Background: an optimization exercise with open tools, aiming at small area. Do not read the settings as production practice.
Only simulation tests tie the RTL to the original design; equivalence was not proved.
No activity file was given, so power comes from the tool's default toggle rates.

==> run a: inputs <==
==> flow/design.v (excerpt) <==
module UartCore(
    input   clk,
    input   rst,
        input  [3:0]    AddrBus_i,
        input           n_ChipSelect_i,
        input           n_rd_i,
        input           n_we_i,
        input  [7:0]    DataBus_i,
        output [7:0]    DataBus_o,
        output          p_IrqSig_o,
        input           Rx_i,
        output          Tx_o
    );
    reg [2:0]   shift_rd_r1;
    reg [7:2]   UartControl_r1;              
    reg         p_RxRst_r1;
    reg         p_TxRst_r1;
    reg [7:0]   UartMode_r1;
    reg [15:0]  BaudGenerator_r1;
    reg [7:0]   BitCompensateMethod_r1;
    reg [15:0]  InterruptMask_r1;
    reg [15:0]  RxTrigLevel_r1;
    reg [15:0]  TxTrigLevel_r1;
    reg [15:0]  ReceiveTimeOutLvl_r1;
    reg [12:0]  InterruptState_r1;           
    reg [2:0]   TxFIFO_We_r1;
    reg [7:0]   DataBus_r1;
    reg [6:0]   BytesNumberInRxFifo_r1;
    reg [6:0]   BytesNumberInTxFifo_r1;
    reg [2:0]   shift_TOVR_r1;
    reg [2:0]   shift_TNFUL_r1;
    reg [2:0]   shift_TTRIG_r1;
    reg [2:0]   shift_TIMEOUT_r1;
    reg [2:0]   shift_TFUL_r1;
    reg [2:0]   shift_ParityErr_r1;
    reg [2:0]   shift_FrameErr_r1;
    reg [2:0]   shift_ROVR_r1;
    reg [2:0]   shift_TEMPTY_r1;
    reg [2:0]   shift_RFULL_r1;
  ...
clock: 10.0 ns
lec_check: 0
cap_margin: 20
core_margin: 2
core_utilization: 50
cts_cluster_diameter: 80
cts_cluster_size: 24
slew_margin: 20
synth_hierarchical: 1
standard.sh (not shown) runs the stock make flow with config.mk's settings and CLKGATE_MAP_FILE= SYNTH_SCRIPT=/design/flow/synth_recipe.tcl, a recipe that flattens the netlist after the stock synthesis.
==> flow/flow/run.sh <==
#!/bin/bash
# Layout flow: the standard flow (standard.sh) unchanged except for clock
# tree synthesis, which clusters the register clock pins in groups of at most
# 24 within 80 um (as config.mk also says) and inserts no dummy loads.
# The make output of the whole flow goes to standard_flow.log here; each
# ORFS step keeps its own log under orfs/logs/.
set -euo pipefail
cd "$(dirname "$0")/.."
export CTS_ARGS="-sink_clustering_enable -repair_clock_nets -sink_clustering_size 24 -sink_clustering_max_diameter 80 -dont_use_dummy_load"
bash standard.sh > standard_flow.log 2>&1
==> run b: changes against run a <==
--- a/flow/design.v
+++ b/flow/design.v
@@ -552,29 +552,32 @@
             wire drop_w  = read_w | (write_w & full_w);
             assign fifo_empty_w[f]      = empty_w;
             assign fifo_full_w[f]       = full_w;
             assign fifo_nearfull_w[f]   = nearfull_r;
             assign fifo_over_w[f]       = over_r;
             assign fifo_bytes_w[f]      = bytes_r;
             assign fifo_data_w[f]       = out_r;
-            wire [127:1] sel_w;
-            for (g = 1; g <= 127; g = g + 1) begin : dec
-                assign sel_w[g] = (cnt_r == g);
+            wire [128:0]     sel_w;
+            wire [8*129-1:0] vec_w = {8'd0, slot_r, 8'd0};
+            for (g = 0; g < 129; g = g + 1) begin : dec
+                if (g >= 1 && g <= 127)
+                    assign sel_w[g] = (cnt_r == g);
+                else
+                    assign sel_w[g] = 1'b0;
             end
             wire [7:0] rd_data_w;
             for (b = 0; b < 8; b = b + 1) begin : bits
                 wire [42:0] grp_n;
-                for (g = 0; g < 42; g = g + 1) begin : grp
+                for (g = 0; g < 43; g = g + 1) begin : grp
                     Aoi222 u (
-                        .a1(sel_w[3*g+1]), .a2(slot_r[8*(3*g)+b]),
-                        .b1(sel_w[3*g+2]), .b2(slot_r[8*(3*g+1)+b]),
-                        .c1(sel_w[3*g+3]), .c2(slot_r[8*(3*g+2)+b]),
+                        .a1(sel_w[3*g]),   .a2(vec_w[8*(3*g)+b]),
+                        .b1(sel_w[3*g+1]), .b2(vec_w[8*(3*g+1)+b]),
+                        .c1(sel_w[3*g+2]), .c2(vec_w[8*(3*g+2)+b]),
                         .y(grp_n[g]));
                 end
-                assign grp_n[42] = ~(sel_w[127] & slot_r[8*126+b]);
                 assign rd_data_w[b] = ~&grp_n;
             end
             always @(posedge clk) begin
                 if (write_w)
                     slot_r <= {slot_r[8*126-1:0], fifo_din_w[f]};
             end
             always @(posedge clk or negedge rst) begin
==> flow/run.sh (new file) <==
#!/bin/bash
# synth_recipe.tcl (not shown) runs the flow's synth.tcl, then flattens the netlist and writes it again
# the make line also repeats each setting of config.mk as NAME=value (left out here)
make -C /OpenROAD-flow-scripts/flow DESIGN_CONFIG=/design/flow/config.mk WORK_HOME=/design/flow/orfs CLKGATE_MAP_FILE= SYNTH_SCRIPT=/design/flow/synth_recipe.tcl finish
CORE_UTILIZATION = 65   (was 50)
removed: flow/flow/run.sh
removed: flow/standard.sh
==> qor summary <==
item                                                          run a         run b
Run status                         no timing/DRC/antenna violations  no timing/DRC/antenna violations
Post-route setup slack                                      4.48 ns       4.57 ns
Net switching component of the power                        5.01 mW       5.01 mW
Area grow syn2layout                                          7.45%         7.11%
Fraction of met1 tracks used by global routing                35.4%         48.9%
Drt wl/cell                                                 29.5 µm       30.9 µm
Combinational group share of total power                      14.1%         13.4%
Sequential group share of total power                         59.1%         58.9%
Number of clock buffers inserted by TritonCTS                   119           114
Nets                                                           5196          5308
Clk tree area frac                                            3.13%         3.55%
Via count of the first global-routing pass                    47400         47700
Synthesized area per cell                                  17.8 µm²      17.6 µm²
Simple-gate share of the synthesized area                     5.78%         6.28%
Post-synthesis mux area share                                 1.74%         1.32%
Post-detailed-placement cell area                         91900 µm²     91600 µm²
Fraction of the cycle the final worst path needs              55.2%         54.3%
Most Used Layer, Global Route                                  met2          met1
Area of all placed cells without fillers                  95000 µm²     95000 µm²
Multi-input gate area                                     17400 µm²     17800 µm²
Yosys top cell area share                                     69.0%         68.8%
Ratio of cells with drive above 1 in the final layout         7.49%         6.64%
Global-route wire length before repair                    322000 µm     319000 µm
Worst hold slack after final layout                        0.338 ns      0.358 ns
Launch point of the critical path                      AddrBus_i[2]  AddrBus_i[0]

[what the ideal ports hide]
In the flow no input, the clock included, has a driving cell. The finished layouts below were timed again as built, in two steps.
Step 1 (the two cells are an assumption about what drives the block):
set clk [get_ports {clk}]
set_driving_cell -lib_cell sky130_fd_sc_hd__clkbuf_16 $clk
set_driving_cell -lib_cell sky130_fd_sc_hd__buf_2 [delete_from_list [all_inputs] $clk]
Step 2, shift: input delay + t, output delay - t, t = (earliest + latest rising clock arrival at the registers) / 2. This alone moves slack from input paths to output paths.
Slacks: no drivers / after step 1 / after step 2; pairs: no drivers / after step 1.
run	t, ns	slack for setup (ns)	pins driven straight from the clock port
run a	0.838	4.480 / 4.540 / 3.703	1
run b	0.820	4.572 / 4.627 / 3.807	1
After both steps setup and hold are still met in every run listed. The setup slack of run a, which loses most, moves by +0.060 ns with the drivers and by -0.777 ns with both steps.
